Context: an optimization exercise on an open-source flow, tuned for small area and a short achievable clock period. The choices shown serve that exercise and are no tape-out recipe. In this exercise RTL edits were held to simulation tests only and were not proved equivalent to the original.

## the baseline
## cordicsqrt
module cordicsqrt (
    input [15:0] N,
    input clk, in_valid,
    output [15:0] sqrt,
    output out_valid
  );
  wire [0:0] v = in_valid;
  wire [3:0] idx = N_q1[15] ? 4'd0 : N_q1[14] ? 4'd1 : N_q1[13] ? 4'd2 : N_q1[12] ? 4'd3 : N_q1[11] ? 4'd4 : N_q1[10] ? 4'd5 : N_q1[9] ? 4'd6 : N_q1[8] ? 4'd7 : N_q1[7] ? 4'd8 : N_q1[6] ? 4'd9 : N_q1[5] ? 4'd10 : N_q1[4] ? 4'd11 : N_q1[3] ? 4'd12 : N_q1[2] ? 4'd13 : N_q1[1] ? 4'd14 : N_q1[0] ? 4'd15 : 4'd0;
  wire [0:0] z = ~|N_q1;
  wire [15:0] nsh = N_q1 << idx;
  wire [12:0] m = nsh[14:2];
  wire [4:0] tag = ~v_q1 ? 5'd17 : z ? 5'd16 : {1'b0,idx};
  wire [12:0] xr0_op_1 = m_q2;
  wire [12:0] xr0_op_2 = m_q2;
  wire [12:0] xr0_op_3 = m_q2;
  wire [12:0] xr0_op_4 = m_q2;
  wire [12:0] xr0_op_5 = m_q2;
  wire [12:0] xr0_op_6 = m_q2;
  wire xr0_ha_7_s = xr0_op_1[10] ^ xr0_op_2[4];
  wire xr0_ha_7_c = xr0_op_1[10] & xr0_op_2[4];
  wire xr0_ha_8_s = xr0_op_1[11] ^ xr0_op_2[5];
  wire xr0_ha_8_c = xr0_op_1[11] & xr0_op_2[5];
  wire xr0_fa_9_s = xr0_op_1[12] ^ xr0_op_2[6] ^ xr0_op_3[4];
  wire xr0_fa_9_c = (xr0_op_1[12] & xr0_op_2[6]) | (xr0_op_1[12] & xr0_op_3[4]) | (xr0_op_2[6] & xr0_op_3[4]);
  wire xr0_ha_10_s = ~xr0_op_4[2] ^ ~xr0_op_5[0];
  wire xr0_ha_10_c = ~xr0_op_4[2] & ~xr0_op_5[0];
  wire xr0_fa_11_s = xr0_op_2[7] ^ xr0_op_3[5] ^ ~xr0_op_4[3];
  wire xr0_fa_11_c = (xr0_op_2[7] & xr0_op_3[5]) | (xr0_op_2[7] & ~xr0_op_4[3]) | (xr0_op_3[5] & ~xr0_op_4[3]);
  wire xr0_fa_12_s = xr0_op_2[8] ^ xr0_op_3[6] ^ ~xr0_op_4[4];
  wire xr0_fa_12_c = (xr0_op_2[8] & xr0_op_3[6]) | (xr0_op_2[8] & ~xr0_op_4[4]) | (xr0_op_3[6] & ~xr0_op_4[4]);
  wire xr0_fa_13_s = xr0_op_2[9] ^ xr0_op_3[7] ^ ~xr0_op_4[5];
  wire xr0_fa_13_c = (xr0_op_2[9] & xr0_op_3[7]) | (xr0_op_2[9] & ~xr0_op_4[5]) | (xr0_op_3[7] & ~xr0_op_4[5]);
  wire xr0_fa_14_s = xr0_op_2[10] ^ xr0_op_3[8] ^ ~xr0_op_4[6];
  wire xr0_fa_14_c = (xr0_op_2[10] & xr0_op_3[8]) | (xr0_op_2[10] & ~xr0_op_4[6]) | (xr0_op_3[8] & ~xr0_op_4[6]);
  wire xr0_fa_15_s = xr0_op_2[11] ^ xr0_op_3[9] ^ ~xr0_op_4[7];
  ...
export LEC_CHECK = 0
export CAP_MARGIN = 20
export CORE_MARGIN = 2
export CORE_UTILIZATION = 60
export SLEW_MARGIN = 20
create_clock -name core_clock -period 10.0 [get_ports {clk}]
standard.sh (not shown) runs the stock make flow with config.mk's settings and CLKGATE_MAP_FILE= SYNTH_SCRIPT=/design/flow/synth_recipe.tcl, a recipe that flattens the netlist after the stock synthesis.
==> flow/flow/run.sh <==
#!/bin/bash
set -o pipefail
export SETUP_SLACK_MARGIN=${MARGIN:-6.9}
export CTS_ARGS="-sink_clustering_enable -repair_clock_nets -sink_clustering_size ${CSIZE:-20} -sink_clustering_max_diameter ${CDIAM:-80} -dont_use_dummy_load -buf_list {sky130_fd_sc_hd__clkbuf_16}"
bash standard.sh > standard.log 2>&1
Modified inputs, the candidate compared to the baseline
-- flow/config.mk --
<<< the baseline, line 6
export NUM_CORES = 4
export LEC_CHECK = 0
export CAP_MARGIN = 20
export CORE_MARGIN = 2
>>> the candidate, line 6
export NUM_CORES = 4
export LEC_CHECK = 0
export ABC_AREA = 1
export CAP_MARGIN = 20
export CORE_MARGIN = 2
Notes after the runs:
In the final reports, the cell area of the candidate is larger than that of the baseline. Looking at number of buffers other than clock buffers in the final layout, the candidate sits 215 higher than the baseline does. Relative to the baseline, worst max-slew margin expressed relative to the limit increased by 7.7 points in the candidate. First-pass GRT wire length: the candidate vs the baseline down about 2.6%.

==> what the ideal ports hide <==
In the flow no input, the clock included, has a driving cell. The finished layouts below were timed again as built, in two steps. Step 1 sets driving cells, clkbuf_16 on the clock port and buf_2 on the other inputs (assumed; they add their load-dependent delay and slew). Step 2 moves the port delays by t, midway between the first and last clock arrival at a register: inputs arrive t later, outputs are due t later. That takes back most of the time a late clock gives input paths. Three values: ideal ports, drivers, drivers and shift; two values: the first two.
run	t, ns	setup WS [ns]	hold WS [ns]	clock arrival spread, ns	worst slew at a driven data input, ns
the baseline	0.677	6.883 / 6.876 / 6.883	0.290 / 0.290 / 0.290	0.049 / 0.049	0.06
the candidate	0.662	6.207 / 6.208 / 6.208	0.291 / 0.291 / 0.291	0.072 / 0.072	0.03
After both steps setup and hold are still met in every run listed.
